What follows belongs to an exercise in optimizing a design on an open flow for small area; a production flow would make more cautious choices.
Only simulation tests tie the RTL to the original design; equivalence was not proved.
Power is estimated from default activity; no workload was simulated.

==> flow/design.v <==
module alu(clk, rst, d1, d2, op, dout);
    input clk, rst;
    input [3:0] op;
    input [31:0] d1;
    input [31:0] d2;
    output reg [31:0] dout;
    wire is_add  = (op == 4'd0);
    wire is_sub  = (op == 4'd1);
    wire is_and  = (op == 4'd2);
    wire is_or   = (op == 4'd3);
    wire is_xor  = (op == 4'd4);
    wire is_srl  = (op == 4'd5);
    wire is_sll  = (op == 4'd6);
    wire is_slt  = (op == 4'd7);
    wire is_sra  = (op == 4'd8);
    wire is_sltu = (op == 4'd9);
    wire hold    = op[3] & (op[2] | op[1]);
    wire nr      = ~rst;
    genvar i;
    wire        sub = is_sub | is_slt | is_sltu;
    wire [31:0] bx  = d2 ^ {32{sub}};
    wire [31:0] pp  = d1 ^ bx;
    wire [31:0] gg  = d1 & bx;
    wire [32:0] pg0 = {pp, 1'b0};
    wire [32:0] gg0 = {gg, sub};
    wire G0_1 = gg0[1] | (pg0[1] & gg0[0]);
    wire P0_1 = pg0[1] & pg0[0];
    wire G0_3 = gg0[3] | (pg0[3] & gg0[2]);
    wire P0_3 = pg0[3] & pg0[2];
    wire G0_5 = gg0[5] | (pg0[5] & gg0[4]);
    wire P0_5 = pg0[5] & pg0[4];
    wire G0_7 = gg0[7] | (pg0[7] & gg0[6]);
    wire P0_7 = pg0[7] & pg0[6];
    wire G0_9 = gg0[9] | (pg0[9] & gg0[8]);
    wire P0_9 = pg0[9] & pg0[8];
    wire G0_11 = gg0[11] | (pg0[11] & gg0[10]);
    wire P0_11 = pg0[11] & pg0[10];
    wire G0_13 = gg0[13] | (pg0[13] & gg0[12]);
    wire P0_13 = pg0[13] & pg0[12];
    wire G0_15 = gg0[15] | (pg0[15] & gg0[14]);
    wire P0_15 = pg0[15] & pg0[14];
    wire G0_17 = gg0[17] | (pg0[17] & gg0[16]);
    wire P0_17 = pg0[17] & pg0[16];
    wire G0_19 = gg0[19] | (pg0[19] & gg0[18]);
    wire P0_19 = pg0[19] & pg0[18];
    wire G0_21 = gg0[21] | (pg0[21] & gg0[20]);
    wire P0_21 = pg0[21] & pg0[20];
    wire G0_23 = gg0[23] | (pg0[23] & gg0[22]);
    wire P0_23 = pg0[23] & pg0[22];
    wire G0_25 = gg0[25] | (pg0[25] & gg0[24]);
    wire P0_25 = pg0[25] & pg0[24];
    wire G0_27 = gg0[27] | (pg0[27] & gg0[26]);
    wire P0_27 = pg0[27] & pg0[26];
    wire G0_29 = gg0[29] | (pg0[29] & gg0[28]);
    wire P0_29 = pg0[29] & pg0[28];
    wire G0_31 = gg0[31] | (pg0[31] & gg0[30]);
    wire P0_31 = pg0[31] & pg0[30];
    wire G1_3 = G0_3 | (P0_3 & G0_1);
    wire P1_3 = P0_3 & P0_1;
    wire G1_7 = G0_7 | (P0_7 & G0_5);
    wire P1_7 = P0_7 & P0_5;
    wire G1_11 = G0_11 | (P0_11 & G0_9);
    wire P1_11 = P0_11 & P0_9;
    wire G1_15 = G0_15 | (P0_15 & G0_13);
    wire P1_15 = P0_15 & P0_13;
    wire G1_19 = G0_19 | (P0_19 & G0_17);
    wire P1_19 = P0_19 & P0_17;
    wire G1_23 = G0_23 | (P0_23 & G0_21);
    wire P1_23 = P0_23 & P0_21;
    wire G1_27 = G0_27 | (P0_27 & G0_25);
    wire P1_27 = P0_27 & P0_25;
    wire G1_31 = G0_31 | (P0_31 & G0_29);
    wire P1_31 = P0_31 & P0_29;
    wire G2_7 = G1_7 | (P1_7 & G1_3);
    wire P2_7 = P1_7 & P1_3;
    wire G2_15 = G1_15 | (P1_15 & G1_11);
    wire P2_15 = P1_15 & P1_11;
    wire G2_23 = G1_23 | (P1_23 & G1_19);
    wire P2_23 = P1_23 & P1_19;
    wire G2_31 = G1_31 | (P1_31 & G1_27);
    wire P2_31 = P1_31 & P1_27;
    wire G3_15 = G2_15 | (P2_15 & G2_7);
    wire P3_15 = P2_15 & P2_7;
    wire G3_31 = G2_31 | (P2_31 & G2_23);
    wire P3_31 = P2_31 & P2_23;
    wire G4_31 = G3_31 | (P3_31 & G3_15);
    wire P4_31 = P3_31 & P3_15;
    wire G6_23 = G2_23 | (P2_23 & G3_15);
    wire P6_23 = P2_23 & P3_15;
    wire G7_11 = G1_11 | (P1_11 & G2_7);
    wire P7_11 = P1_11 & P2_7;
    wire G7_19 = G1_19 | (P1_19 & G3_15);
    wire P7_19 = P1_19 & P3_15;
    wire G7_27 = G1_27 | (P1_27 & G6_23);
    wire P7_27 = P1_27 & P6_23;
    wire G8_5 = G0_5 | (P0_5 & G1_3);
    wire P8_5 = P0_5 & P1_3;
    wire G8_9 = G0_9 | (P0_9 & G2_7);
    wire P8_9 = P0_9 & P2_7;
    wire G8_13 = G0_13 | (P0_13 & G7_11);
    wire P8_13 = P0_13 & P7_11;
    wire G8_17 = G0_17 | (P0_17 & G3_15);
    wire P8_17 = P0_17 & P3_15;
    wire G8_21 = G0_21 | (P0_21 & G7_19);
    wire P8_21 = P0_21 & P7_19;
    wire G8_25 = G0_25 | (P0_25 & G6_23);
    wire P8_25 = P0_25 & P6_23;
    wire G8_29 = G0_29 | (P0_29 & G7_27);
    wire P8_29 = P0_29 & P7_27;
    wire G9_2 = gg0[2] | (pg0[2] & G0_1);
    wire P9_2 = pg0[2] & P0_1;
    wire G9_4 = gg0[4] | (pg0[4] & G1_3);
    wire P9_4 = pg0[4] & P1_3;
    wire G9_6 = gg0[6] | (pg0[6] & G8_5);
    wire P9_6 = pg0[6] & P8_5;
    wire G9_8 = gg0[8] | (pg0[8] & G2_7);
    wire P9_8 = pg0[8] & P2_7;
    wire G9_10 = gg0[10] | (pg0[10] & G8_9);
    wire P9_10 = pg0[10] & P8_9;
    wire G9_12 = gg0[12] | (pg0[12] & G7_11);
    wire P9_12 = pg0[12] & P7_11;
    wire G9_14 = gg0[14] | (pg0[14] & G8_13);
    wire P9_14 = pg0[14] & P8_13;
    wire G9_16 = gg0[16] | (pg0[16] & G3_15);
    wire P9_16 = pg0[16] & P3_15;
    wire G9_18 = gg0[18] | (pg0[18] & G8_17);
    wire P9_18 = pg0[18] & P8_17;
    wire G9_20 = gg0[20] | (pg0[20] & G7_19);
    wire P9_20 = pg0[20] & P7_19;
    wire G9_22 = gg0[22] | (pg0[22] & G8_21);
    wire P9_22 = pg0[22] & P8_21;
    wire G9_24 = gg0[24] | (pg0[24] & G6_23);
    wire P9_24 = pg0[24] & P6_23;
    wire G9_26 = gg0[26] | (pg0[26] & G8_25);
    wire P9_26 = pg0[26] & P8_25;
    wire G9_28 = gg0[28] | (pg0[28] & G7_27);
    wire P9_28 = pg0[28] & P7_27;
    wire G9_30 = gg0[30] | (pg0[30] & G8_29);
    wire P9_30 = pg0[30] & P8_29;
    wire G9_32 = gg0[32] | (pg0[32] & G4_31);
    wire P9_32 = pg0[32] & P4_31;
    wire [32:0] cy;
    assign cy[0] = gg0[0];
    assign cy[1] = G0_1;
    assign cy[2] = G9_2;
    assign cy[3] = G1_3;
    assign cy[4] = G9_4;
    assign cy[5] = G8_5;
    assign cy[6] = G9_6;
    assign cy[7] = G2_7;
    assign cy[8] = G9_8;
    assign cy[9] = G8_9;
    assign cy[10] = G9_10;
    assign cy[11] = G7_11;
    assign cy[12] = G9_12;
    assign cy[13] = G8_13;
    assign cy[14] = G9_14;
    assign cy[15] = G3_15;
    assign cy[16] = G9_16;
    assign cy[17] = G8_17;
    assign cy[18] = G9_18;
    assign cy[19] = G7_19;
    assign cy[20] = G9_20;
    assign cy[21] = G8_21;
    assign cy[22] = G9_22;
    assign cy[23] = G6_23;
    assign cy[24] = G9_24;
    assign cy[25] = G8_25;
    assign cy[26] = G9_26;
    assign cy[27] = G7_27;
    assign cy[28] = G9_28;
    assign cy[29] = G8_29;
    assign cy[30] = G9_30;
    assign cy[31] = G4_31;
    assign cy[32] = G9_32;
    wire        ltu = ~cy[32];
    wire        lt  = ltu ^ d1[31] ^ d2[31];
    wire        use_cy = is_add | is_sub;
    wire [31:0] sum = pp ^ (cy[31:0] & {32{use_cy}});
    wire        big  = |d2[31:5];
    wire        sh_l = is_sll;
    wire        sh_r = is_srl | is_sra;
    wire        sh_on = sh_l | sh_r;
    wire        fill = is_sra & d1[31];
    wire [31:0] t0;
    assign t0[0] = ~((sh_l & d1[31]) | (sh_r & d1[0]));
    assign t0[1] = ~((sh_l & d1[30]) | (sh_r & d1[1]));
    assign t0[2] = ~((sh_l & d1[29]) | (sh_r & d1[2]));
    assign t0[3] = ~((sh_l & d1[28]) | (sh_r & d1[3]));
    assign t0[4] = ~((sh_l & d1[27]) | (sh_r & d1[4]));
    assign t0[5] = ~((sh_l & d1[26]) | (sh_r & d1[5]));
    assign t0[6] = ~((sh_l & d1[25]) | (sh_r & d1[6]));
    assign t0[7] = ~((sh_l & d1[24]) | (sh_r & d1[7]));
    assign t0[8] = ~((sh_l & d1[23]) | (sh_r & d1[8]));
    assign t0[9] = ~((sh_l & d1[22]) | (sh_r & d1[9]));
    assign t0[10] = ~((sh_l & d1[21]) | (sh_r & d1[10]));
    assign t0[11] = ~((sh_l & d1[20]) | (sh_r & d1[11]));
    assign t0[12] = ~((sh_l & d1[19]) | (sh_r & d1[12]));
    assign t0[13] = ~((sh_l & d1[18]) | (sh_r & d1[13]));
    assign t0[14] = ~((sh_l & d1[17]) | (sh_r & d1[14]));
    assign t0[15] = ~((sh_l & d1[16]) | (sh_r & d1[15]));
    assign t0[16] = ~((sh_l & d1[15]) | (sh_r & d1[16]));
    assign t0[17] = ~((sh_l & d1[14]) | (sh_r & d1[17]));
    assign t0[18] = ~((sh_l & d1[13]) | (sh_r & d1[18]));
    assign t0[19] = ~((sh_l & d1[12]) | (sh_r & d1[19]));
    assign t0[20] = ~((sh_l & d1[11]) | (sh_r & d1[20]));
    assign t0[21] = ~((sh_l & d1[10]) | (sh_r & d1[21]));
    assign t0[22] = ~((sh_l & d1[9]) | (sh_r & d1[22]));
    assign t0[23] = ~((sh_l & d1[8]) | (sh_r & d1[23]));
    assign t0[24] = ~((sh_l & d1[7]) | (sh_r & d1[24]));
    assign t0[25] = ~((sh_l & d1[6]) | (sh_r & d1[25]));
    assign t0[26] = ~((sh_l & d1[5]) | (sh_r & d1[26]));
    assign t0[27] = ~((sh_l & d1[4]) | (sh_r & d1[27]));
    assign t0[28] = ~((sh_l & d1[3]) | (sh_r & d1[28]));
    assign t0[29] = ~((sh_l & d1[2]) | (sh_r & d1[29]));
    assign t0[30] = ~((sh_l & d1[1]) | (sh_r & d1[30]));
    assign t0[31] = ~((sh_l & d1[0]) | (sh_r & d1[31]));
    wire m0 = sh_on & d2[0];
    wire n0 = sh_on & ~d2[0];
    wire [31:0] t1;
    assign t1[0] = ~((m0 & t0[1]) | (n0 & t0[0]));
    assign t1[1] = ~((m0 & t0[2]) | (n0 & t0[1]));
    assign t1[2] = ~((m0 & t0[3]) | (n0 & t0[2]));
    assign t1[3] = ~((m0 & t0[4]) | (n0 & t0[3]));
    assign t1[4] = ~((m0 & t0[5]) | (n0 & t0[4]));
    assign t1[5] = ~((m0 & t0[6]) | (n0 & t0[5]));
    assign t1[6] = ~((m0 & t0[7]) | (n0 & t0[6]));
    assign t1[7] = ~((m0 & t0[8]) | (n0 & t0[7]));
    assign t1[8] = ~((m0 & t0[9]) | (n0 & t0[8]));
    assign t1[9] = ~((m0 & t0[10]) | (n0 & t0[9]));
    assign t1[10] = ~((m0 & t0[11]) | (n0 & t0[10]));
    assign t1[11] = ~((m0 & t0[12]) | (n0 & t0[11]));
    assign t1[12] = ~((m0 & t0[13]) | (n0 & t0[12]));
    assign t1[13] = ~((m0 & t0[14]) | (n0 & t0[13]));
    assign t1[14] = ~((m0 & t0[15]) | (n0 & t0[14]));
    assign t1[15] = ~((m0 & t0[16]) | (n0 & t0[15]));
    assign t1[16] = ~((m0 & t0[17]) | (n0 & t0[16]));
    assign t1[17] = ~((m0 & t0[18]) | (n0 & t0[17]));
    assign t1[18] = ~((m0 & t0[19]) | (n0 & t0[18]));
    assign t1[19] = ~((m0 & t0[20]) | (n0 & t0[19]));
    assign t1[20] = ~((m0 & t0[21]) | (n0 & t0[20]));
    assign t1[21] = ~((m0 & t0[22]) | (n0 & t0[21]));
    assign t1[22] = ~((m0 & t0[23]) | (n0 & t0[22]));
    assign t1[23] = ~((m0 & t0[24]) | (n0 & t0[23]));
    assign t1[24] = ~((m0 & t0[25]) | (n0 & t0[24]));
    assign t1[25] = ~((m0 & t0[26]) | (n0 & t0[25]));
    assign t1[26] = ~((m0 & t0[27]) | (n0 & t0[26]));
    assign t1[27] = ~((m0 & t0[28]) | (n0 & t0[27]));
    assign t1[28] = ~((m0 & t0[29]) | (n0 & t0[28]));
    assign t1[29] = ~((m0 & t0[30]) | (n0 & t0[29]));
    assign t1[30] = ~((m0 & t0[31]) | (n0 & t0[30]));
    assign t1[31] = ~((m0 & ~fill) | (n0 & t0[31]));
    wire m1 = sh_on & d2[1];
    wire n1 = sh_on & ~d2[1];
    wire [31:0] t2;
    assign t2[0] = ~((m1 & t1[2]) | (n1 & t1[0]));
    assign t2[1] = ~((m1 & t1[3]) | (n1 & t1[1]));
    assign t2[2] = ~((m1 & t1[4]) | (n1 & t1[2]));
    assign t2[3] = ~((m1 & t1[5]) | (n1 & t1[3]));
    assign t2[4] = ~((m1 & t1[6]) | (n1 & t1[4]));
    assign t2[5] = ~((m1 & t1[7]) | (n1 & t1[5]));
    assign t2[6] = ~((m1 & t1[8]) | (n1 & t1[6]));
    assign t2[7] = ~((m1 & t1[9]) | (n1 & t1[7]));
    assign t2[8] = ~((m1 & t1[10]) | (n1 & t1[8]));
    assign t2[9] = ~((m1 & t1[11]) | (n1 & t1[9]));
    assign t2[10] = ~((m1 & t1[12]) | (n1 & t1[10]));
    assign t2[11] = ~((m1 & t1[13]) | (n1 & t1[11]));
    assign t2[12] = ~((m1 & t1[14]) | (n1 & t1[12]));
    assign t2[13] = ~((m1 & t1[15]) | (n1 & t1[13]));
    assign t2[14] = ~((m1 & t1[16]) | (n1 & t1[14]));
    assign t2[15] = ~((m1 & t1[17]) | (n1 & t1[15]));
    assign t2[16] = ~((m1 & t1[18]) | (n1 & t1[16]));
    assign t2[17] = ~((m1 & t1[19]) | (n1 & t1[17]));
    assign t2[18] = ~((m1 & t1[20]) | (n1 & t1[18]));
    assign t2[19] = ~((m1 & t1[21]) | (n1 & t1[19]));
    assign t2[20] = ~((m1 & t1[22]) | (n1 & t1[20]));
    assign t2[21] = ~((m1 & t1[23]) | (n1 & t1[21]));
    assign t2[22] = ~((m1 & t1[24]) | (n1 & t1[22]));
    assign t2[23] = ~((m1 & t1[25]) | (n1 & t1[23]));
    assign t2[24] = ~((m1 & t1[26]) | (n1 & t1[24]));
    assign t2[25] = ~((m1 & t1[27]) | (n1 & t1[25]));
    assign t2[26] = ~((m1 & t1[28]) | (n1 & t1[26]));
    assign t2[27] = ~((m1 & t1[29]) | (n1 & t1[27]));
    assign t2[28] = ~((m1 & t1[30]) | (n1 & t1[28]));
    assign t2[29] = ~((m1 & t1[31]) | (n1 & t1[29]));
    assign t2[30] = ~((m1 & fill) | (n1 & t1[30]));
    assign t2[31] = ~((m1 & fill) | (n1 & t1[31]));
    wire m2 = sh_on & d2[2];
    wire n2 = sh_on & ~d2[2];
    wire [31:0] t3;
    assign t3[0] = ~((m2 & t2[4]) | (n2 & t2[0]));
    assign t3[1] = ~((m2 & t2[5]) | (n2 & t2[1]));
    assign t3[2] = ~((m2 & t2[6]) | (n2 & t2[2]));
    assign t3[3] = ~((m2 & t2[7]) | (n2 & t2[3]));
    assign t3[4] = ~((m2 & t2[8]) | (n2 & t2[4]));
    assign t3[5] = ~((m2 & t2[9]) | (n2 & t2[5]));
    assign t3[6] = ~((m2 & t2[10]) | (n2 & t2[6]));
    assign t3[7] = ~((m2 & t2[11]) | (n2 & t2[7]));
    assign t3[8] = ~((m2 & t2[12]) | (n2 & t2[8]));
    assign t3[9] = ~((m2 & t2[13]) | (n2 & t2[9]));
    assign t3[10] = ~((m2 & t2[14]) | (n2 & t2[10]));
    assign t3[11] = ~((m2 & t2[15]) | (n2 & t2[11]));
    assign t3[12] = ~((m2 & t2[16]) | (n2 & t2[12]));
    assign t3[13] = ~((m2 & t2[17]) | (n2 & t2[13]));
    assign t3[14] = ~((m2 & t2[18]) | (n2 & t2[14]));
    assign t3[15] = ~((m2 & t2[19]) | (n2 & t2[15]));
    assign t3[16] = ~((m2 & t2[20]) | (n2 & t2[16]));
    assign t3[17] = ~((m2 & t2[21]) | (n2 & t2[17]));
    assign t3[18] = ~((m2 & t2[22]) | (n2 & t2[18]));
    assign t3[19] = ~((m2 & t2[23]) | (n2 & t2[19]));
    assign t3[20] = ~((m2 & t2[24]) | (n2 & t2[20]));
    assign t3[21] = ~((m2 & t2[25]) | (n2 & t2[21]));
    assign t3[22] = ~((m2 & t2[26]) | (n2 & t2[22]));
    assign t3[23] = ~((m2 & t2[27]) | (n2 & t2[23]));
    assign t3[24] = ~((m2 & t2[28]) | (n2 & t2[24]));
    assign t3[25] = ~((m2 & t2[29]) | (n2 & t2[25]));
    assign t3[26] = ~((m2 & t2[30]) | (n2 & t2[26]));
    assign t3[27] = ~((m2 & t2[31]) | (n2 & t2[27]));
    assign t3[28] = ~((m2 & ~fill) | (n2 & t2[28]));
    assign t3[29] = ~((m2 & ~fill) | (n2 & t2[29]));
    assign t3[30] = ~((m2 & ~fill) | (n2 & t2[30]));
    assign t3[31] = ~((m2 & ~fill) | (n2 & t2[31]));
    wire m3 = sh_on & d2[3];
    wire n3 = sh_on & ~d2[3];
    wire [31:0] t4;
    assign t4[0] = ~((m3 & t3[8]) | (n3 & t3[0]));
    assign t4[1] = ~((m3 & t3[9]) | (n3 & t3[1]));
    assign t4[2] = ~((m3 & t3[10]) | (n3 & t3[2]));
    assign t4[3] = ~((m3 & t3[11]) | (n3 & t3[3]));
    assign t4[4] = ~((m3 & t3[12]) | (n3 & t3[4]));
    assign t4[5] = ~((m3 & t3[13]) | (n3 & t3[5]));
    assign t4[6] = ~((m3 & t3[14]) | (n3 & t3[6]));
    assign t4[7] = ~((m3 & t3[15]) | (n3 & t3[7]));
    assign t4[8] = ~((m3 & t3[16]) | (n3 & t3[8]));
    assign t4[9] = ~((m3 & t3[17]) | (n3 & t3[9]));
    assign t4[10] = ~((m3 & t3[18]) | (n3 & t3[10]));
    assign t4[11] = ~((m3 & t3[19]) | (n3 & t3[11]));
    assign t4[12] = ~((m3 & t3[20]) | (n3 & t3[12]));
    assign t4[13] = ~((m3 & t3[21]) | (n3 & t3[13]));
    assign t4[14] = ~((m3 & t3[22]) | (n3 & t3[14]));
    assign t4[15] = ~((m3 & t3[23]) | (n3 & t3[15]));
    assign t4[16] = ~((m3 & t3[24]) | (n3 & t3[16]));
    assign t4[17] = ~((m3 & t3[25]) | (n3 & t3[17]));
    assign t4[18] = ~((m3 & t3[26]) | (n3 & t3[18]));
    assign t4[19] = ~((m3 & t3[27]) | (n3 & t3[19]));
    assign t4[20] = ~((m3 & t3[28]) | (n3 & t3[20]));
    assign t4[21] = ~((m3 & t3[29]) | (n3 & t3[21]));
    assign t4[22] = ~((m3 & t3[30]) | (n3 & t3[22]));
    assign t4[23] = ~((m3 & t3[31]) | (n3 & t3[23]));
    assign t4[24] = ~((m3 & fill) | (n3 & t3[24]));
    assign t4[25] = ~((m3 & fill) | (n3 & t3[25]));
    assign t4[26] = ~((m3 & fill) | (n3 & t3[26]));
    assign t4[27] = ~((m3 & fill) | (n3 & t3[27]));
    assign t4[28] = ~((m3 & fill) | (n3 & t3[28]));
    assign t4[29] = ~((m3 & fill) | (n3 & t3[29]));
    assign t4[30] = ~((m3 & fill) | (n3 & t3[30]));
    assign t4[31] = ~((m3 & fill) | (n3 & t3[31]));
    wire m4 = sh_on & d2[4];
    wire n4 = sh_on & ~d2[4];
    wire [31:0] t5;
    assign t5[0] = ~((m4 & t4[16]) | (n4 & t4[0]));
    assign t5[1] = ~((m4 & t4[17]) | (n4 & t4[1]));
    assign t5[2] = ~((m4 & t4[18]) | (n4 & t4[2]));
    assign t5[3] = ~((m4 & t4[19]) | (n4 & t4[3]));
    assign t5[4] = ~((m4 & t4[20]) | (n4 & t4[4]));
    assign t5[5] = ~((m4 & t4[21]) | (n4 & t4[5]));
    assign t5[6] = ~((m4 & t4[22]) | (n4 & t4[6]));
    assign t5[7] = ~((m4 & t4[23]) | (n4 & t4[7]));
    assign t5[8] = ~((m4 & t4[24]) | (n4 & t4[8]));
    assign t5[9] = ~((m4 & t4[25]) | (n4 & t4[9]));
    assign t5[10] = ~((m4 & t4[26]) | (n4 & t4[10]));
    assign t5[11] = ~((m4 & t4[27]) | (n4 & t4[11]));
    assign t5[12] = ~((m4 & t4[28]) | (n4 & t4[12]));
    assign t5[13] = ~((m4 & t4[29]) | (n4 & t4[13]));
    assign t5[14] = ~((m4 & t4[30]) | (n4 & t4[14]));
    assign t5[15] = ~((m4 & t4[31]) | (n4 & t4[15]));
    assign t5[16] = ~((m4 & ~fill) | (n4 & t4[16]));
    assign t5[17] = ~((m4 & ~fill) | (n4 & t4[17]));
    assign t5[18] = ~((m4 & ~fill) | (n4 & t4[18]));
    assign t5[19] = ~((m4 & ~fill) | (n4 & t4[19]));
    assign t5[20] = ~((m4 & ~fill) | (n4 & t4[20]));
    assign t5[21] = ~((m4 & ~fill) | (n4 & t4[21]));
    assign t5[22] = ~((m4 & ~fill) | (n4 & t4[22]));
    assign t5[23] = ~((m4 & ~fill) | (n4 & t4[23]));
    assign t5[24] = ~((m4 & ~fill) | (n4 & t4[24]));
    assign t5[25] = ~((m4 & ~fill) | (n4 & t4[25]));
    assign t5[26] = ~((m4 & ~fill) | (n4 & t4[26]));
    assign t5[27] = ~((m4 & ~fill) | (n4 & t4[27]));
    assign t5[28] = ~((m4 & ~fill) | (n4 & t4[28]));
    assign t5[29] = ~((m4 & ~fill) | (n4 & t4[29]));
    assign t5[30] = ~((m4 & ~fill) | (n4 & t4[30]));
    assign t5[31] = ~((m4 & ~fill) | (n4 & t4[31]));
    wire [31:0] y = t5;
    wire e_r = nr & sh_r & ~big;
    wire e_l = nr & sh_l & ~big;
    wire [31:0] shres;
    generate for (i = 0; i < 32; i = i + 1) begin : g_sh
        assign shres[i] = (e_r & y[i]) | (e_l & y[31 - i]);
    end endgenerate
    wire e_h   = nr & hold;
    wire e_lt  = nr & ((is_slt & lt) | (is_sltu & ltu));
    wire e_sum = nr & (is_add | is_sub | is_xor | is_or);
    wire e_g   = nr & (is_and | is_or);
    wire [31:0] nxt = ({32{e_sum}} & sum) | ({32{e_g}} & gg) | shres
                    | ({32{e_h}} & dout) | {31'd0, e_lt};
    always @(posedge clk)
        dout <= nxt;
endmodule
==> flow/flow/run.sh <==
#!/bin/bash
# Own layout flow: the standard ORFS flow (standard.sh), with
#  - ORFS's synthesis run unchanged except that ABC maps with an area script
#    (flow/abc_area.script, hooked in by flow/abc_hook.tcl) in place of the
#    delay-oriented one;
#  - the extra make settings in flow/make_args.txt (one per line): ports
#    buffered with sky130_fd_sc_hd__buf_1, clock tree built from clkbuf_8
#    without dummy loads, and ORFS's power recovery (gate downsizing) after
#    global routing.
# The tools' logs are ORFS's own, under orfs/logs; make's output is flow.log.
set -euo pipefail
W=$PWD
export AREA_ABC_SCRIPT=$W/flow/abc_area.script
{ head -n 1 synth_recipe.tcl; echo "source $W/flow/abc_hook.tcl"; tail -n +2 synth_recipe.tcl; } > synth_area.tcl
EXTRA=()
if [[ -f flow/make_args.txt ]]; then mapfile -t EXTRA < flow/make_args.txt; fi
bash standard.sh SYNTH_SCRIPT=$W/synth_area.tcl "${EXTRA[@]}" finish > flow.log 2>&1
==> flow/flow/abc_area.script <==
&get -n
&st
&synch2
&nf -R 1000 -p
&put
topo
stime -c
buffer -c
upsize -c
dnsize -c
==> flow/flow/abc_hook.tcl <==
# Run ABC with an area-oriented script instead of ORFS's delay-oriented one.
# Everything else in ORFS's synthesis is left as it is.
proc abc {args} {
  set i [lsearch -exact $args -script]
  if { $i >= 0 } {
    set args [lreplace $args [expr {$i + 1}] [expr {$i + 1}] $::env(AREA_ABC_SCRIPT)]
  }
  set j [lsearch -exact $args -D]
  if { $j >= 0 } {
    set args [lreplace $args $j [expr {$j + 1}]]
  }
  yosys abc {*}$args
}
==> flow/flow/make_args.txt <==
BUFFER_PORTS_ARGS=-buffer_cell sky130_fd_sc_hd__buf_1
CTS_ARGS=-sink_clustering_enable -repair_clock_nets -dont_use_dummy_load -buf_list sky130_fd_sc_hd__clkbuf_8
RECOVER_POWER=100
==> flow/standard.sh <==
#!/bin/bash
# synth_recipe.tcl (not shown) runs the flow's synth.tcl, then flattens the netlist and writes it again
# the make line also repeats each setting of config.mk as NAME=value (left out here)
make -C /OpenROAD-flow-scripts/flow DESIGN_CONFIG=/design/flow/config.mk WORK_HOME=/design/flow/orfs CLKGATE_MAP_FILE= SYNTH_SCRIPT=/design/flow/synth_recipe.tcl "${@:-finish}"
==> flow/config.mk <==
export PLATFORM = sky130hd
export DESIGN_NAME = alu
export DESIGN_NICKNAME = alu
export VERILOG_FILES = /design/flow/design.v
export SDC_FILE = /design/flow/constraint.sdc
export NUM_CORES = 4
export LEC_CHECK = 0
export CAP_MARGIN = 0
export CORE_MARGIN = 2
export CORE_UTILIZATION = 40
export SLEW_MARGIN = 0
==> flow/constraint.sdc <==
create_clock -name core_clock -period 5.0 [get_ports {clk}]
set_input_delay 1.0000 -clock core_clock [delete_from_list [all_inputs] [get_ports {clk}]]
set_output_delay 1.0000 -clock core_clock [all_outputs]
set_load 0.01 [all_outputs]
==> results of run 1 <==
## worst max-delay path by stage
stage | startpoint | end | depth (start not counted)
final | op[2] | dout[0]$_DFF_P_ | 21
after global routing | op[2] | dout[0]$_DFF_P_ | 22
after CTS | op[2] | dout[0]$_DFF_P_ | 22
after detailed placement | op[2] | dout[0]$_DFF_P_ | 22
after global placement | op[1] | dout[19]$_DFF_P_ | 14
after floorplan | op[2] | dout[0]$_DFF_P_ | 22
## final cells by class
cell class	count	area, µm²
clock buffers	5	68.8
flip-flops and latches	32	641
multi-input cells	569	3870
inverters	2	7.51
fillers	1209	6200
well taps	143	179
repair buffers	123	544
## critical path: stages
cell and delay (ps):
buf_1 110, nor2b_4 180, nand2_2 90, o21ai_2 70, nand2_2 270, xnor2_1 220, ha_1 330, a21oi_1 200
o21ai_2 140, a21oi_2 240, nor2b_2 90, a221o_1 380, and4b_1 210, nand2_1 80, nand2_2 90, a21oi_2 280
o31ai_2 140, a21oi_2 190, xnor2_1 90, a41oi_1 210, o221ai_1 150
## layer usage
metal  track usage, %  part of all wire, %
met1             43.4                   42
met2             48.7                   45
met3             5.73                   11
met4             9.59                  2.6
met5                0                    0
## cell usage in the layout, fill, tap and decap left out, types with 15 or more instances in the layout
cell type and instances:
o22ai_1 102, buf_1 101, nand2_1 65, o21ai_0 51
xnor2_1 50, nor2_1 47, a21oi_1 35, ha_1 32
dfxtp_1 32, a22o_1 28, a222oi_1 26, buf_4 22
xor2_1 16, o211ai_1 15
## cells by family (layout without fill, tap and decap cells)
family                     count (synthesis)  after routing  share of synthesized area [%]
DFF                                       32             32                           13.5
muxes                                      2              2                          0.422
buffers and inverters                     62            130                           5.14
xor gates and xnor gates                  66             66                           12.2
and+or+nand+nor                          159            159                           15.3
adders and majority gates                 32             32                           8.44
AOI/OAI and AO/OA                        310            310                           45.0
## through the flow
step           hold slack, ps  cells  setup WS, ps  utilization (%)
6_report                  511    874           344             46.2
5_1_grt                   554    874          64.4             46.2
4_1_cts                   515    874           442             46.2
3_5_place_dp              494    869           153             45.6
3_3_place_gp              488    869           242             45.6
2_1_floorplan             538    663           435                -
## power by group
part,internal [mW],total (mW),leakage [nW],switching [mW]
registers,0.276,0.290,0.262,0.0138
clock network,0.0899,0.192,0.0359,0.102
logic,0.216,0.576,1.62,0.361
==> results.sh, run 1 <==
export IMPL_critPathKind="in2reg"
export IMPL_drive_gt1_share_pct=6.16
export IMPL_rows=39
export IMPL_insertion_delay_ps=280
export IMPL_min_delay_worst_endpoint="dout[20]$_DFF_P_"
export IMPL_synth_area_um2=4740
export IMPL_fp_dieH_um=113
export IMPL_drc_errors=0
export IMPL_grt_first_pass_wirelength_um=30900
export IMPL_clk_pin_slew_worst_paths_ps=80
export IMPL_final_setup_skew_ps=0
export IMPL_synth_avg_cell_area_um2=7.16
export IMPL_synthFlopType="dfxtp_1"
export IMPL_reg_top3="dout: 32 flops"
export IMPL_worst_pin_slew_ps=1350
export IMPL_ys_types=56
export IMPL_powerDensity_nw_per_um2=199
export IMPL_top_register="dout"
export IMPL_dr_pass1_iters=6
export IMPL_rsz0062_at_grt="false"
export IMPL_synthArstFlopShare_pct=0
export IMPL_wl_per_cell_um=23.4
export IMPL_yosysTopAreaCell="dfxtp_1"
export IMPL_critPathMaxFanout=13
export IMPL_synth_yosys_seq_area_share_pct=13.5
export IMPL_setup_viol=0
export IMPL_cts_setup_buffers=0
export IMPL_rr_worst_depth=3
export IMPL_drt_total_wl_um=20400
export IMPL_min_path_type="reg2reg"
export IMPL_fin_crit_ps=4660
export IMPL_synthTopCellsByArea="dfxtp_1 14%, o22ai_1 13%, xnor2_1 9.2%, ha_1 8.4%, a222oi_1 5.5%"
export IMPL_largest_reg_flops=32
export IMPL_gp_congestion=1.01
export IMPL_port_buffers=101
export IMPL_nNetsFinal=835
export IMPL_place_area_um2=5250
export IMPL_synth_edf_count=0
export IMPL_dpl_hpwl_um=15900
export IMPL_synthTopCellsByCount="102 x o22ai_1, 65 x nand2_1, 51 x o21ai_0"
export IMPL_syn_num_nets=765
export IMPL_postRouteAntennaNets=0
export IMPL_rrSetupSlack_ps=3890
export IMPL_vias=6020
export IMPL_detail_route_iter0_violations=845
export IMPL_period_share_pct=93.1
export IMPL_rr_startpoint="dout[15]$_DFF_P_"
export IMPL_syn_to_final_growth_pct=12.0
export IMPL_maxCapViolations=0
export IMPL_status="complete, no violations"
export IMPL_hold_depth=2
export IMPL_n_antenna_cell=0
export IMPL_yosysWarnings=1
export IMPL_postCtsResizedCells=0
export IMPL_pin_count=102
export IMPL_grt_pass1_vias=5479
export IMPL_maxSlewHeadroom_pct=9.77
export IMPL_finalPower_mw=1.06
export IMPL_clock_root_buffer="clkbuf_8"
export IMPL_grtUsageTotal_pct=31.1
export IMPL_hold_violations=0
export IMPL_cp_required_ps=5130
export IMPL_grt_remaining_overflow=0
export IMPL_fmax_ghz=0.215
export IMPL_arrival_ps=4780
export IMPL_clock_path_buffers=2
export IMPL_antenna_found_initial=0
export IMPL_p_leak_nw=1.92
export IMPL_slew_viol_final=0
export IMPL_cts_sinks=32
export IMPL_grt_max_degree=36
export IMPL_cts_tree="built"
export IMPL_fin_area_um2=5320
export IMPL_yosysMostFrequentCell="o22ai_1"
export IMPL_yosys_register_bits=32
export IMPL_die_area_um2=12700
export IMPL_cts_htree_levels=2
export IMPL_end_kind="register"
export IMPL_min_from="dout[20]$_DFF_P_"
export IMPL_postCtsHoldBufs=0
export IMPL_initial_utilization_pct=41.2
export IMPL_syn_inst=663
export IMPL_worstSetupStartpointType="input port"
export IMPL_regToRegEndpoint="dout[15]$_DFF_P_"
export IMPL_cts_inserted_buffers=5
export IMPL_peakVddDrop_mv=0.109
export IMPL_yosysTopAreaCellShare_pct=13.5
export IMPL_viasPerCell=6.89
export IMPL_core_area_um2=11500
export IMPL_dieWidth_um=113
export IMPL_tns_ps=0
==> run 2, diff against run 1 <==
==> flow/flow/abc_area.script (replaced) <==
&get -n
&st
&synch2
&nf -R 1000 -p -F 8 -A 4
&put
topo
stime -c
buffer -c
upsize -c
dnsize -c
==> results.sh, run 2 <==
export IMPL_clk_pin_slew_worst_paths_ps=60
export IMPL_synth_edf_count=0
export IMPL_hold_violations=0
export IMPL_layout_commonest_cell="o22ai_1"
export IMPL_largest_reg_flops=32
export IMPL_final_setup_skew_ps=0
export IMPL_viasPerCell=6.93
export IMPL_tns_ps=0
export IMPL_synth_area_um2=4730
export IMPL_rrSetupSlack_ps=3780
export IMPL_cts_setup_buffers=0
export IMPL_whs_ps=520
export IMPL_layout_cells_non_filler=861
export IMPL_antenna_found_initial=0
export IMPL_fp_dieH_um=113
export IMPL_wl_per_cell_um=22.8
export IMPL_ys_types=51
export IMPL_status="complete, no violations"
export IMPL_synthTopCellsByCount="112 x o22ai_1, 64 x nand2_1, 50 x o21ai_0"
export IMPL_slew_viol_final=0
export IMPL_insertion_delay_ps=280
export IMPL_setup_viol=0
export IMPL_n_antenna_cell=0
export IMPL_synthFlopType="dfxtp_1"
export IMPL_worst_pin_slew_ps=960
export IMPL_final_cell_mix="112 x o22ai_1, 99 x buf_1, 64 x nand2_1"
export IMPL_hold_depth=2
export IMPL_postRouteAntennaNets=0
export IMPL_fin_crit_ps=4630
export IMPL_arrival_ps=4760
export IMPL_critPathKind="in2reg"
export IMPL_maxSlewHeadroom_pct=35.8
export IMPL_die_area_um2=12700
export IMPL_fmax_ghz=0.216
export IMPL_synthTopCellsByArea="o22ai_1 15%, dfxtp_1 14%, xnor2_1 9.1%, ha_1 8.5%, o21ai_0 5.3%"
export IMPL_port_buffers=101
export IMPL_end_kind="register"
export IMPL_peakVddDrop_mv=0.130
export IMPL_dpl_hpwl_um=15300
export IMPL_reg_top3="dout: 32 flops"
export IMPL_cts_sinks=32
export IMPL_placedCellCount=856
export IMPL_yosysMostFrequentCell="o22ai_1"
export IMPL_final_util_pct=45.9
export IMPL_postCtsHoldBufs=0
export IMPL_clock_path_buffers=2
export IMPL_yosysTopAreaCellShare_pct=14.8
export IMPL_detail_route_iter0_violations=823
export IMPL_synth_yosys_seq_area_share_pct=13.6
export IMPL_min_path_type="reg2reg"
export IMPL_synth_avg_cell_area_um2=7.24
export IMPL_rr_startpoint="dout[9]$_DFF_P_"
export IMPL_cts_tree="built"
export IMPL_top_register="dout"
export IMPL_critPathMaxFanout=15
export IMPL_yosys_register_bits=32
export IMPL_drive_gt1_share_pct=5.57
export IMPL_synthArstFlopShare_pct=0
export IMPL_gp_congestion=0.992
export IMPL_worstSetupStartpointType="input port"
export IMPL_grt_remaining_overflow=0
export IMPL_grtUsageTotal_pct=29.5
export IMPL_syn_num_nets=755
export IMPL_grt_first_pass_wirelength_um=29700
export IMPL_crit_end="dout[0]$_DFF_P_"
export IMPL_drc_errors=0
export IMPL_pin_count=102
export IMPL_rsz0062_at_grt="false"
export IMPL_cts_inserted_buffers=5
export IMPL_vias=5971
export IMPL_syn_to_final_growth_pct=11.4
export IMPL_syn_inst=653
export IMPL_p_leak_nw=1.90
export IMPL_powerDensity_nw_per_um2=197
export IMPL_dieWidth_um=113
export IMPL_cp_required_ps=5130
export IMPL_critical_path_startpoint="op[2]"
export IMPL_clock_root_buffer="clkbuf_8"
export IMPL_drt_total_wl_um=19600
export IMPL_regToRegEndpoint="dout[9]$_DFF_P_"
export IMPL_maxCapViolations=0
export IMPL_yosysWarnings=1
export IMPL_rows=39
export IMPL_period_share_pct=92.6
export IMPL_yosysTopAreaCell="o22ai_1"
export IMPL_initial_utilization_pct=41.2
export IMPL_core_area_um2=11500
export IMPL_finalPower_mw=1.04
export IMPL_grt_pass1_vias=5239
export IMPL_nNetsFinal=822
export IMPL_postCtsResizedCells=0
export IMPL_rr_worst_depth=2
export IMPL_cts_htree_levels=2
export IMPL_dr_pass1_iters=8
export IMPL_grt_max_degree=34
## run 2: changes by cell type in the layout (fill, tap and decap cells not counted), sizes merged, moves of 2 or more
cell     before  now
a222oi       26   24
o22ai       102  112
o22a          4    1
clkbuf        5    7
nor2         49   34
o2bb2ai       2    0
o21a          2    8
a21oi        39   36
and2          2    0
nand2b        3    5
nand3b        0    2
buf         123  117
a21o          2    0
## run 2: cells by family after synthesis
family                     Yosys count  synth area share, %
adders and majority gates           32                 8.47
AOI/OAI and AO/OA                  315                 45.6
and+or+nand+nor                    145                 14.4
DFF                                 32                 13.6
xor gates and xnor gates            66                 12.2
buffers and inverters               62                 5.56
muxes                                1                0.212
## run 2: final cells by class
class	instances	area (µm²)
clock buffers	5	68.8
fillers	1163	6200
inverters	3	11.3
multi-input cells	559	3840
flip-flops and latches	32	641
well taps	143	179
repair buffers	119	527
## run 2: how the worst min path moves through the flow
stage,from,end
global placement,dout[11]$_DFF_P_,dout[11]$_DFF_P_
finish,dout[20]$_DFF_P_,dout[20]$_DFF_P_
detailed placement,dout[20]$_DFF_P_,dout[20]$_DFF_P_
CTS,dout[20]$_DFF_P_,dout[20]$_DFF_P_
floorplan,dout[11]$_DFF_P_,dout[11]$_DFF_P_
global route,dout[11]$_DFF_P_,dout[11]$_DFF_P_
## run 2: worst max-delay path, cell delays in order
cell and delay (ps):
clkbuf_1 280, nand3b_4 140, o21ai_2 90, nand2_2 320
xnor2_1 240, ha_1 350, a21oi_1 210, o21ai_0 130
a21oi_2 200, nor2b_1 100, a221o_1 380, and4b_1 210
nand2_1 90, nand2_2 100, a21oi_4 200, o31ai_2 120
a21oi_2 190, xnor2_1 140, o21ai_1 70, nand3b_1 100
o211ai_1 90
## run 2: per-stage QoR
step / setup slack, ps / area (µm²)
finish: 372 / 5270
global route: 148 / 5270
CTS: 534 / 5270
detailed placement: 243 / 5200
global placement: 384 / 5200
floorplan: 665 / 4730
## run 2: where the power goes
part           internal [mW]  switching [mW]  total, mW
clock                 0.0898          0.0978      0.188
combinational          0.212           0.349      0.561
sequential             0.276          0.0138      0.290
## run 2: layer usage
metal	global-route usage, %	share of wire [%]
met1	43.0	44
met2	45.3	44
met3	3.70	9.7
met4	9.51	2.4
met5	0	0
==> run 3, diff against run 2 <==
==> flow/flow/make_args.txt (replaced) <==
BUFFER_PORTS_ARGS=-buffer_cell sky130_fd_sc_hd__buf_1
CTS_ARGS=-sink_clustering_enable -repair_clock_nets -dont_use_dummy_load -buf_list sky130_fd_sc_hd__clkbuf_8
RECOVER_POWER=100
GPL_KEEP_OVERFLOW=0.3
--- a/flow/config.mk
+++ b/flow/config.mk
@@ -5,7 +5,7 @@
 export SDC_FILE = /design/flow/constraint.sdc
 export NUM_CORES = 4
 export LEC_CHECK = 0
-export CAP_MARGIN = 0
+export CAP_MARGIN = 20
 export CORE_MARGIN = 2
 export CORE_UTILIZATION = 40
-export SLEW_MARGIN = 0
+export SLEW_MARGIN = 20
==> results.sh, run 3 <==
export IMPL_status="complete, no violations"
export IMPL_drt_total_wl_um=20000
export IMPL_yosysTopAreaCellShare_pct=14.8
export IMPL_clock_root_buffer="clkbuf_8"
export IMPL_gp_congestion=0.977
export IMPL_postCtsResizedCells=0
export IMPL_drc_errors=0
export IMPL_grt_remaining_overflow=0
export IMPL_fin_crit_ps=4530
export IMPL_n_fill_cell=1164
export IMPL_synthTopCellsByCount="112 x o22ai_1, 64 x nand2_1, 50 x o21ai_0"
export IMPL_min_path_type="reg2reg"
export IMPL_cts_tree="built"
export IMPL_grtUsageTotal_pct=30.4
export IMPL_slew_viol_final=0
export IMPL_syn_to_final_growth_pct=17.6
export IMPL_synth_area_um2=4730
export IMPL_synth_yosys_seq_area_share_pct=13.6
export IMPL_cp_required_ps=5120
export IMPL_maxSlewHeadroom_pct=23.8
export IMPL_synth_top_family_by_area="compound AO/OA/AOI/OAI gates"
export IMPL_setup_viol=0
export IMPL_critPathKind="in2reg"
export IMPL_final_cell_mix="112 x o22ai_1, 101 x buf_1, 64 x nand2_1"
export IMPL_die_area_um2=12700
export IMPL_period_share_pct=90.5
export IMPL_yosys_area_share_simple_pct=14.4
export IMPL_postRouteAntennaNets=0
export IMPL_maxCapViolations=0
export IMPL_viasPerCell=6.77
export IMPL_synthFlopType="dfxtp_1"
export IMPL_critPathSlowestCell="a221o_1"
export IMPL_tns_ps=0
export IMPL_syn_num_nets=755
export IMPL_crit_top_cell="a21oi_1"
export IMPL_pin_count=102
export IMPL_crit_chain="buf_1 -> buf_4 -> o21ai_2 -> nand2_4 -> xnor2_1 -> ha_1 -> a21oi_1 -> o21ai_2 -> a21oi_1 -> nor2b_1 -> a221o_1 -> and4b_1 -> nand2_1 -> nand2_2 -> a21oi_4 -> o31ai_2 -> a21oi_1 -> xnor2_1 -> o21ai_1 -> nand3b_1 -> o211ai_1"
export IMPL_clock_path_buffers=2
export IMPL_grt_first_pass_wirelength_um=30800
export IMPL_synth_edf_count=0
export IMPL_multi_input_area_um2=3860
export IMPL_arrival_ps=4650
export IMPL_initial_utilization_pct=41.2
export IMPL_yosysWarnings=1
export IMPL_ys_types=51
export IMPL_final_util_pct=48.5
export IMPL_finalPower_mw=1.07
export IMPL_cts_sinks=32
export IMPL_fin_area_um2=5560
export IMPL_critPathMaxFanout=14
export IMPL_final_setup_skew_ps=0
export IMPL_reg_top3="dout: 32 flops"
export IMPL_seq_area_um2=641
export IMPL_whs_ps=495
export IMPL_grt_pass1_vias=5648
export IMPL_antenna_found_initial=0
export IMPL_cts_htree_levels=2
export IMPL_port_buffers=101
export IMPL_synthArstFlopShare_pct=0
export IMPL_final_setup_worst_slack_ps=475
export IMPL_top_register="dout"
export IMPL_grt_max_degree=34
export IMPL_detail_route_iter0_violations=789
export IMPL_rsz0062_at_grt="false"
export IMPL_largest_reg_flops=32
export IMPL_powerDensity_nw_per_um2=193
export IMPL_dr_pass1_iters=7
export IMPL_yosysTopAreaCell="o22ai_1"
export IMPL_yosysMostFrequentCell="o22ai_1"
export IMPL_layout_cells_non_filler=898
export IMPL_peakVddDrop_mv=0.118
export IMPL_dieWidth_um=113
export IMPL_yosys_register_bits=32
export IMPL_rrSetupSlack_ps=3750
export IMPL_synthTopCellsByArea="o22ai_1 15%, dfxtp_1 14%, xnor2_1 9.1%, ha_1 8.5%, o21ai_0 5.3%"
export IMPL_insertion_delay_ps=280
export IMPL_drive_gt1_share_pct=9.67
export IMPL_synth_avg_cell_area_um2=7.24
export IMPL_synthMuxAreaShare_pct=0.212
export IMPL_place_area_um2=5510
export IMPL_nNetsFinal=859
export IMPL_p_leak_nw=2.08
export IMPL_rows=39
export IMPL_worst_pin_slew_ps=1130
export IMPL_worstSetupStartpointType="input port"
export IMPL_synth_xor_area_share_pct=12.2
export IMPL_layout_commonest_cell="o22ai_1"
export IMPL_clk_pin_slew_worst_paths_ps=70
export IMPL_cts_inserted_buffers=5
export IMPL_fp_dieH_um=113
export IMPL_dpl_hpwl_um=15600
export IMPL_critPathMaxStageDelay_ps=360
export IMPL_n_antenna_cell=0
export IMPL_placedCellCount=893
export IMPL_wl_per_cell_um=22.3
export IMPL_cts_setup_buffers=0
export IMPL_synthAdderAreaFrac_pct=8.47
export IMPL_synth_compound_area_share_pct=45.6
export IMPL_end_kind="register"
export IMPL_syn_inst=653
export IMPL_postCtsHoldBufs=0
export IMPL_place_ws_ps=396
export IMPL_fmax_ghz=0.221
export IMPL_vias=6082
export IMPL_core_area_um2=11500
export IMPL_hold_violations=0
run 3: cell counts after synthesis:
Identical to the previous run, type by type.
run 3: final timing paths:
path                           end              from  cells past startpoint
hold reg to reg   dout[11]$_DFF_P_  dout[11]$_DFF_P_                      2
hold / removal    dout[11]$_DFF_P_  dout[11]$_DFF_P_                      2
setup reg to reg   dout[9]$_DFF_P_   dout[9]$_DFF_P_                      2
setup / recovery   dout[0]$_DFF_P_             op[2]                     21
run 3: kinds of logic (layout without fill, tap and decap cells):
logic type | after synthesis | after routing
fa+ha+maj | 32 | 32
flops | 32 | 32
mux | 1 | 1
xor+xnor | 66 | 66
compound gates | 315 | 315
buf+inv | 62 | 164
simple gates | 145 | 145
run 3: area by class of cell:
cell class              instances  share of cell area, %
multi-input cells             559                   69.4
repair buffers                156                   14.4
flip-flops and latches         32                   11.5
well taps                     143                   3.22
clock buffers                   5                   1.24
inverters                       3                  0.203
run 3: where the power goes:
part           internal [mW]  total [mW]  switching, mW
registers              0.276       0.290         0.0138
logic                  0.238       0.597          0.359
clock network         0.0897       0.188         0.0979
total                  0.604        1.07          0.470
run 3: routing by layer:
layer / routed length [µm] / part of all wire (%) / track usage (%)
met5: 0 / 0 / 0
met4: 586 / 2.9 / 10.2
met2: 8930 / 45 / 48.3
met1: 8400 / 42 / 41.5
met3: 2080 / 10 / 5.89
run 3: worst max-delay path: cells and delay by family:
kind            cells  cell delay (ps)
fa+ha+maj           1              330
buf+inv             2              280
compound gates     10             1850
simple gates        6              810
xor+xnor            2              350
==> run 4, diff against run 3 <==
==> flow/flow/make_args.txt (replaced) <==
BUFFER_PORTS_ARGS=-buffer_cell sky130_fd_sc_hd__buf_1
CTS_ARGS=-sink_clustering_enable -repair_clock_nets -dont_use_dummy_load -buf_list sky130_fd_sc_hd__clkbuf_8
RECOVER_POWER=100
--- a/flow/config.mk
+++ b/flow/config.mk
@@ -8,4 +8,5 @@
 export CAP_MARGIN = 20
 export CORE_MARGIN = 2
 export CORE_UTILIZATION = 40
+export PLACE_DENSITY = 0.8
 export SLEW_MARGIN = 20
==> results.sh, run 4 <==
export IMPL_postCtsHoldBufs=0
export IMPL_yosysMostFrequentCell="o22ai_1"
export IMPL_synth_avg_cell_area_um2=7.24
export IMPL_synth_yosys_seq_area_share_pct=13.6
export IMPL_synth_edf_count=0
export IMPL_gp_congestion=1.03
export IMPL_viasPerCell=6.96
export IMPL_status="complete, no violations"
export IMPL_fin_crit_ps=4550
export IMPL_worst_pin_slew_ps=877
export IMPL_synthFlopType="dfxtp_1"
export IMPL_reg_top3="dout: 32 flops"
export IMPL_p_int_mw=0.577
export IMPL_combPwrFrac_pct=53.4
export IMPL_clock_root_buffer="clkbuf_8"
export IMPL_ys_types=51
export IMPL_largest_reg_flops=32
export IMPL_rrSetupSlack_ps=3820
export IMPL_cpLargestDelayFamily="compound AO/OA/AOI/OAI gates"
export IMPL_arrival_ps=4700
export IMPL_powerDensity_nw_per_um2=197
export IMPL_top_register="dout"
export IMPL_critPathMaxStageDelay_ps=390
export IMPL_critPathMaxFanout=20
export IMPL_critPathSlowestCell="a221o_1"
export IMPL_syn_num_nets=755
export IMPL_postCtsResizedCells=0
export IMPL_n_antenna_cell=0
export IMPL_tns_ps=0
export IMPL_die_area_um2=12700
export IMPL_drive_gt1_share_pct=5.29
export IMPL_period_share_pct=90.9
export IMPL_cts_setup_buffers=0
export IMPL_grt_max_degree=34
export IMPL_slew_viol_final=0
export IMPL_pin_count=102
export IMPL_layout_commonest_cell="o22ai_1"
export IMPL_final_setup_skew_ps=0
export IMPL_maxCapViolations=0
export IMPL_insertion_delay_ps=310
export IMPL_hold_violations=0
export IMPL_cts_inserted_buffers=5
export IMPL_yosysTopAreaCell="o22ai_1"
export IMPL_syn_to_final_growth_pct=11.2
export IMPL_swShare_pct=44.3
export IMPL_min_from="dout[11]$_DFF_P_"
export IMPL_rsz0062_at_grt="false"
export IMPL_maxSlewHeadroom_pct=41.4
export IMPL_synthArstFlopShare_pct=0
export IMPL_worstSetupStartpointType="input port"
export IMPL_fp_dieH_um=113
export IMPL_p_leak_nw=1.90
export IMPL_grtUsageTotal_pct=26.9
export IMPL_cts_sinks=32
export IMPL_yosysTopAreaCellShare_pct=14.8
export IMPL_clock_path_buffers=2
export IMPL_switching_power_mw=0.459
export IMPL_n_fill_cell=1185
export IMPL_cts_tree="built"
export IMPL_nNetsFinal=823
export IMPL_synthTopCellsByArea="o22ai_1 15%, dfxtp_1 14%, xnor2_1 9.1%, ha_1 8.5%, o21ai_0 5.3%"
export IMPL_critical_path_startpoint="op[2]"
export IMPL_wl_per_cell_um=20.9
export IMPL_crit_chain="buf_1 -> buf_4 -> o21ai_2 -> nand2_4 -> xnor2_1 -> ha_1 -> a21oi_1 -> o21ai_2 -> a21oi_1 -> nor2b_1 -> a221o_1 -> and4b_1 -> nand2_1 -> nand2_1 -> a21oi_4 -> o21ai_0 -> a21oi_1 -> nor2_1 -> xor2_1 -> nand2_1 -> o211ai_1"
export IMPL_yosysWarnings=1
export IMPL_cts_htree_levels=2
export IMPL_drc_errors=0
export IMPL_vias=6002
export IMPL_detail_route_iter0_violations=1019
export IMPL_rows=39
export IMPL_initial_utilization_pct=41.2
export IMPL_finalPower_mw=1.04
export IMPL_p_clk_share_pct=18.7
export IMPL_drt_total_wl_um=18000
export IMPL_end_kind="register"
export IMPL_worst_path_buf_inv=2
export IMPL_antenna_found_initial=0
export IMPL_cp_required_ps=5160
export IMPL_postRouteAntennaNets=0
export IMPL_fmax_ghz=0.220
export IMPL_rr_startpoint="dout[0]$_DFF_P_"
export IMPL_grt_remaining_overflow=0
export IMPL_core_area_um2=11500
export IMPL_peakVddDrop_mv=0.148
export IMPL_grt_pass1_vias=5092
export IMPL_seqPwrFrac_pct=28.0
export IMPL_whs_ps=510
export IMPL_seq_area_um2=641
export IMPL_multi_input_area_um2=3840
export IMPL_grt_first_pass_wirelength_um=27600
export IMPL_port_buffers=101
export IMPL_syn_inst=653
export IMPL_final_cell_mix="112 x o22ai_1, 101 x buf_1, 66 x nand2_1"
export IMPL_setup_viol=0
export IMPL_clk_pin_slew_worst_paths_ps=80
export IMPL_synth_area_um2=4730
export IMPL_dieWidth_um=113
export IMPL_critPathKind="in2reg"
export IMPL_synthTopCellsByCount="112 x o22ai_1, 64 x nand2_1, 50 x o21ai_0"
export IMPL_final_util_pct=45.9
export IMPL_dr_pass1_iters=9
export IMPL_yosys_register_bits=32
export IMPL_min_path_type="reg2reg"
export IMPL_dpl_hpwl_um=13900
==> run 4: final timing paths <==
| kind | depth (start not counted) | end |
|---|---|---|
| max | 21 | dout[30]$_DFF_P_ |
| min | 2 | dout[11]$_DFF_P_ |
| max reg2reg | 3 | dout[0]$_DFF_P_ |
| min reg2reg | 2 | dout[11]$_DFF_P_ |
==> run 4: power by group through the flow <==
| stage | combinational (mW) | clock [mW] | sequential, mW |
|---|---|---|---|
| after detailed placement | 0.532 | 0 | 0.295 |
| after global routing | 0.595 | 0.205 | 0.291 |
| after CTS | 0.537 | 0.194 | 0.289 |
| final | 0.553 | 0.194 | 0.290 |
| after global placement | 0.529 | 0 | 0.295 |
| after floorplan | 0.379 | 0 | 0.302 |
==> run 4: final cells by class <==
cell class	instances	share of cell area, %
repair buffers	120	9.92
clock buffers	5	1.31
multi-input cells	559	73.0
flip-flops and latches	32	12.2
well taps	143	3.40
inverters	3	0.214
==> run 4: metrics by stage <==
step                      area, µm²  setup slack (ps)  instances
after floorplan                4730               665        653
after global placement         5200               453        857
after detailed placement       5200               338        857
after CTS                      5270               641        862
after global routing           5260               221        862
final                          5260               454        862
==> run 4: cell families after synthesis <==
kind of cell               share of synthesized area [%]
xor gates and xnor gates                            12.2
AOI/OAI and AO/OA                                   45.6
buffers and inverters                               5.56
adders and majority gates                           8.47
and+or+nand+nor                                     14.4
muxes                                              0.212
DFF                                                 13.6
==> run 4: worst register-to-register path, cell delays in order (launching register included) <==
cell	delay [ps]
dfxtp_1	330
a222oi_1	340
a21boi_0	240
o211ai_1	120
==> run 4: routing by layer <==
layer	wire length [µm]	part of all wire, %	vias to the layer above	track usage, %
met2	7880	44	447	42.2
met5	0	0	-	0
li1	-	-	2738	-
met3	2080	12	71	2.95
met1	7220	40	2746	37.0
met4	846	4.7	0	12.7
==> run 5, diff against run 4 <==
==> flow/flow/make_args.txt (replaced) <==
BUFFER_PORTS_ARGS=-buffer_cell sky130_fd_sc_hd__buf_1
CTS_ARGS=-sink_clustering_enable -repair_clock_nets -dont_use_dummy_load -buf_list sky130_fd_sc_hd__clkbuf_8
RECOVER_POWER=100
ADDER_MAP_FILE=
--- a/flow/config.mk
+++ b/flow/config.mk
@@ -8,5 +8,4 @@
 export CAP_MARGIN = 20
 export CORE_MARGIN = 2
 export CORE_UTILIZATION = 40
-export PLACE_DENSITY = 0.8
 export SLEW_MARGIN = 20
==> results.sh, run 5 <==
export IMPL_status="complete, no violations"
export IMPL_worst_pin_slew_ps=1010
export IMPL_yosysTopAreaCellShare_pct=15.4
export IMPL_grt_first_pass_wirelength_um=32900
export IMPL_critPathMaxFanout=16
export IMPL_die_area_um2=13200
export IMPL_largest_reg_flops=32
export IMPL_grtUsageTotal_pct=32.4
export IMPL_yosysTopAreaCell="o22ai_1"
export IMPL_fp_dieH_um=115
export IMPL_p_leak_nw=1.89
export IMPL_n_antenna_cell=0
export IMPL_reg_top3="dout: 32 flops"
export IMPL_setup_viol=0
export IMPL_grt_max_degree=34
export IMPL_final_setup_worst_slack_ps=428
export IMPL_yosys_register_bits=32
export IMPL_critPathKind="in2reg"
export IMPL_peakVddDrop_mv=0.104
export IMPL_vias=6369
export IMPL_synthFlopType="dfxtp_1"
export IMPL_clock_path_buffers=2
export IMPL_hold_depth=2
export IMPL_drc_errors=0
export IMPL_rr_worst_depth=3
export IMPL_syn_num_nets=780
export IMPL_fin_crit_ps=4570
export IMPL_initial_utilization_pct=40.9
export IMPL_slew_viol_final=0
export IMPL_dr_pass1_iters=6
export IMPL_regToRegEndpoint="dout[2]$_DFF_P_"
export IMPL_insertion_delay_ps=300
export IMPL_clock_root_buffer="clkbuf_8"
export IMPL_end_kind="register"
export IMPL_synth_area_um2=4910
export IMPL_arrival_ps=4730
export IMPL_core_area_um2=12000
export IMPL_cp_required_ps=5160
export IMPL_cts_inserted_buffers=5
export IMPL_maxSlewHeadroom_pct=32.6
export IMPL_layout_commonest_cell="o22ai_1"
export IMPL_finalPower_mw=1.08
export IMPL_synthTopCellsByCount="121 x o22ai_1, 69 x nand2_1, 64 x nor2_1"
export IMPL_port_buffers=101
export IMPL_place_ws_ps=210
export IMPL_postRouteAntennaNets=0
export IMPL_rows=40
export IMPL_synth_avg_cell_area_um2=6.91
export IMPL_nNetsFinal=858
export IMPL_postCtsHoldBufs=0
export IMPL_yosysMostFrequentCell="o22ai_1"
export IMPL_grt_remaining_overflow=0
export IMPL_drive_gt1_share_pct=7.63
export IMPL_top_register="dout"
export IMPL_viasPerCell=6.83
export IMPL_rr_startpoint="dout[2]$_DFF_P_"
export IMPL_detail_route_iter0_violations=796
export IMPL_grt_pass1_vias=5833
export IMPL_fmax_ghz=0.219
export IMPL_yosysWarnings=1
export IMPL_cts_sinks=32
export IMPL_min_from="dout[12]$_DFF_P_"
export IMPL_dpl_hpwl_um=16800
export IMPL_tns_ps=0
export IMPL_drt_total_wl_um=21600
export IMPL_min_path_type="reg2reg"
export IMPL_cts_setup_buffers=0
export IMPL_synth_yosys_seq_area_share_pct=13.1
export IMPL_rrSetupSlack_ps=3960
export IMPL_maxCapViolations=0
export IMPL_hold_violations=0
export IMPL_final_cell_mix="121 x o22ai_1, 101 x buf_1, 69 x nand2_1"
export IMPL_clk_pin_slew_worst_paths_ps=70
export IMPL_min_delay_worst_endpoint="dout[12]$_DFF_P_"
export IMPL_dieWidth_um=115
export IMPL_period_share_pct=91.4
export IMPL_ys_types=62
export IMPL_synthTopCellsByArea="o22ai_1 15%, dfxtp_1 13%, xnor2_1 11%, a22o_1 5.5%, nand2_1 5.3%"
export IMPL_worstSetupStartpointType="input port"
export IMPL_powerDensity_nw_per_um2=194
export IMPL_synth_edf_count=0
export IMPL_gp_congestion=0.951
export IMPL_wl_per_cell_um=23.2
export IMPL_syn_inst=710
export IMPL_synthArstFlopShare_pct=0
export IMPL_syn_to_final_growth_pct=13.0
export IMPL_rsz0062_at_grt="false"
export IMPL_postCtsResizedCells=0
export IMPL_final_setup_skew_ps=0
export IMPL_cts_tree="built"
export IMPL_antenna_found_initial=0
export IMPL_pin_count=102
export IMPL_cts_htree_levels=2
[run 5: critical path: stages]
cell and delay (ps):
buf_1 190, nand3b_4 130, o21ai_2 100, nand2_4 220
buf_12 240, xor2_2 170, xor2_1 280, nor2_1 110
nand2_1 80, o211ai_1 110, a31oi_2 250, nor3b_2 100
a31oi_1 360, nor3_2 100, and2_4 180, a21oi_4 200
o21ai_2 120, nand4b_1 110, nand2_1 100, a21oi_2 170
xnor2_1 140, o21ai_1 80, nand3b_1 80, o211ai_1 80
[run 5: final cells by class]
class                           instances  area, µm²
Clock buffer                            5       68.8
Fill cell                            1288       6470
Inverter                               10       37.5
Multi-Input combinational cell        610       4020
Sequential cell                        32        641
Tap cell                              147        184
Timing Repair Buffer                  129        598
[run 5: where the power goes]
group	total [mW]	switching, mW	internal [mW]
Sequential	0.289	0.0135	0.276
Clock	0.199	0.109	0.0900
Combinational	0.588	0.374	0.214
Total	1.08	0.497	0.580
[run 5: how the worst max path moves through the flow]
| stage | from | end | slack [ps] |
|---|---|---|---|
| after floorplan | op[0] | dout[28]$_DFF_P_ | 870 |
| after global placement | op[2] | dout[28]$_DFF_P_ | 360 |
| after detailed placement | op[2] | dout[28]$_DFF_P_ | 210 |
| after CTS | op[2] | dout[0]$_DFF_P_ | 500 |
| after global routing | op[2] | dout[0]$_DFF_P_ | 90 |
| final | op[2] | dout[0]$_DFF_P_ | 430 |
[run 5: layer usage]
layer  up-vias  part of all wire (%)  track usage, %
met1      2982                    42            44.5
li1       2896                     -               -
met3        60                   9.7            5.27
met5         -                     0               0
met4         0                   3.2            11.3
met2       431                    45            51.5
[run 5: kinds of logic after synthesis]
kind of cell | share of synthesized area, %
buffers and inverters | 5.79
DFF | 13.1
muxes | 1.22
AOI/OAI and AO/OA | 43.2
and+or+nand+nor | 19.2
xor gates and xnor gates | 16.1
adders and majority gates | 1.48
[run 5: stage by stage]
stage          hold WS, ps  utilization, %  std cells  area [µm²]
3_3_place_gp           452            45.7        928        5490
3_5_place_dp           449            45.7        928        5490
6_report               466            46.2        933        5550
4_1_cts                463            46.3        933        5560
5_1_grt                491            46.2        933        5550
2_1_floorplan          494               -        710        4910
==> run 6, diff against run 5 <==
==> flow/flow/make_args.txt (replaced) <==
BUFFER_PORTS_ARGS=-buffer_cell sky130_fd_sc_hd__buf_1
CTS_ARGS=-sink_clustering_enable -repair_clock_nets -dont_use_dummy_load -buf_list sky130_fd_sc_hd__clkbuf_8
RECOVER_POWER=100
==> results.sh, run 6 <==
export IMPL_largest_reg_flops=32
export IMPL_fp_dieH_um=113
export IMPL_dpl_hpwl_um=15300
export IMPL_critical_path_startpoint="op[2]"
export IMPL_rr_startpoint="dout[9]$_DFF_P_"
export IMPL_finalPower_mw=1.04
export IMPL_whs_ps=520
export IMPL_die_area_um2=12700
export IMPL_worst_pin_slew_ps=960
export IMPL_gp_congestion=0.992
export IMPL_rows=39
export IMPL_crit_end="dout[0]$_DFF_P_"
export IMPL_drc_errors=0
export IMPL_insertion_delay_ps=280
export IMPL_peakVddDrop_mv=0.130
export IMPL_initial_utilization_pct=41.2
export IMPL_synthAdderAreaFrac_pct=8.47
export IMPL_period_share_pct=92.6
export IMPL_cp_required_ps=5130
export IMPL_postRouteAntennaNets=0
export IMPL_critPathMaxStageDelay_ps=380
export IMPL_yosys_register_bits=32
export IMPL_fmax_ghz=0.216
export IMPL_dieWidth_um=113
export IMPL_grtUsageTotal_pct=29.5
export IMPL_yosysMostFrequentCell="o22ai_1"
export IMPL_powerDensity_nw_per_um2=197
export IMPL_hold_violations=0
export IMPL_place_ws_ps=243
export IMPL_worstSetupStartpointType="input port"
export IMPL_status="complete, no violations"
export IMPL_nNetsFinal=822
export IMPL_regToRegEndpoint="dout[9]$_DFF_P_"
export IMPL_crit_chain="clkbuf_1 -> nand3b_4 -> o21ai_2 -> nand2_2 -> xnor2_1 -> ha_1 -> a21oi_1 -> o21ai_0 -> a21oi_2 -> nor2b_1 -> a221o_1 -> and4b_1 -> nand2_1 -> nand2_2 -> a21oi_4 -> o31ai_2 -> a21oi_2 -> xnor2_1 -> o21ai_1 -> nand3b_1 -> o211ai_1"
export IMPL_clk_pin_slew_worst_paths_ps=60
export IMPL_synth_avg_cell_area_um2=7.24
export IMPL_grt_remaining_overflow=0
export IMPL_cts_inserted_buffers=5
export IMPL_min_path_type="reg2reg"
export IMPL_syn_inst=653
export IMPL_pin_count=102
export IMPL_detail_route_iter0_violations=823
export IMPL_maxSlewHeadroom_pct=35.8
export IMPL_synthTopCellsByArea="o22ai_1 15%, dfxtp_1 14%, xnor2_1 9.1%, ha_1 8.5%, o21ai_0 5.3%"
export IMPL_n_antenna_cell=0
export IMPL_grt_max_degree=34
export IMPL_setup_viol=0
export IMPL_maxCapViolations=0
export IMPL_core_area_um2=11500
==> run 6: cell types whose count changed in the layout (fill, tap and decap cells not counted), sizes merged, moves of 8 or more <==
cell / before / now
o22ai: 121 / 112
a221oi: 21 / 4
o221ai: 5 / 13
ha: 0 / 32
nor2: 64 / 34
a222oi: 4 / 24
xnor2: 62 / 49
buf: 128 / 117
==> run 6: worst min-delay path, cell delays in order (launching register included) <==
cell and delay, ps:
dfxtp_1 330, a222oi_1 90, nand2_1 70
==> run 6: cell families (layout without fill, tap and decap cells) <==
group / after synthesis / after routing
AOI/OAI and AO/OA: 315 / 315
xor gates and xnor gates: 66 / 66
adders and majority gates: 32 / 32
buffers and inverters: 62 / 127
DFF: 32 / 32
muxes: 1 / 1
and+or+nand+nor: 145 / 145
==> run 6: worst min path at each step <==
stage                          start                to  slack, ps
floorplan           dout[11]$_DFF_P_  dout[11]$_DFF_P_        540
global placement    dout[11]$_DFF_P_  dout[11]$_DFF_P_        490
detailed placement  dout[20]$_DFF_P_  dout[20]$_DFF_P_        500
CTS                 dout[20]$_DFF_P_  dout[20]$_DFF_P_        510
global route        dout[11]$_DFF_P_  dout[11]$_DFF_P_        540
finish              dout[20]$_DFF_P_  dout[20]$_DFF_P_        520
==> run 6: report_power, final <==
part	switching (mW)	internal, mW
Sequential	0.0138	0.276
Combinational	0.349	0.212
Clock	0.0978	0.0898
==> run 6: per-layer routing <==
metal | share of wire (%) | vias to the layer above | routed length, µm | track usage [%]
li1 | - | 2729 | - | -
met1 | 44 | 2838 | 8560 | 43.0
met2 | 44 | 359 | 8700 | 45.3
met3 | 9.7 | 45 | 1910 | 3.70
met4 | 2.4 | 0 | 470 | 9.51
met5 | 0 | - | 0 | 0
==> run 6: stage by stage <==
step | util [%] | cell area, µm²
finish | 45.9 | 5270
floorplan | - | 4730
CTS | 46.0 | 5270
detailed placement | 45.4 | 5200
global route | 45.9 | 5270
global placement | 45.4 | 5200
==> run 6: cell type report <==
class / instances / area [µm²] / share of cell area, %
Multi-Input combinational cell: 559 / 3840 / 72.9
Sequential cell: 32 / 641 / 12.2
Timing Repair Buffer: 119 / 527 / 10.0
Tap cell: 143 / 179 / 3.40
Clock buffer: 5 / 68.8 / 1.31
Inverter: 3 / 11.3 / 0.214

## separate check: timing with driven ports
How much do the figures lean on ideal ports? The routed layouts below were timed once more, with nothing changed but the port constraints. Step 1 sets driving cells, clkbuf_16 on the clock port and buf_2 on the other inputs (assumed; they add their load-dependent delay and slew). Step 2 times the ports against the registers' clock, not the clock port: input delays grow and output delays shrink by t, the midpoint of the rising clock arrivals with the driver on. Three values: ideal ports, drivers, drivers and shift; two values: the first two.
run | shift t [ns] | slack for setup (ns)
run 1 | 0.322 | 0.344 / 0.354 / 0.032
run 2 | 0.316 | 0.372 / 0.376 / 0.060
run 3 | 0.320 | 0.475 / 0.487 / 0.167
run 4 | 0.329 | 0.454 / 0.463 / 0.134
run 5 | 0.334 | 0.428 / 0.439 / 0.106
run 6 | 0.316 | 0.372 / 0.376 / 0.060
After both steps every run listed still meets setup and hold.
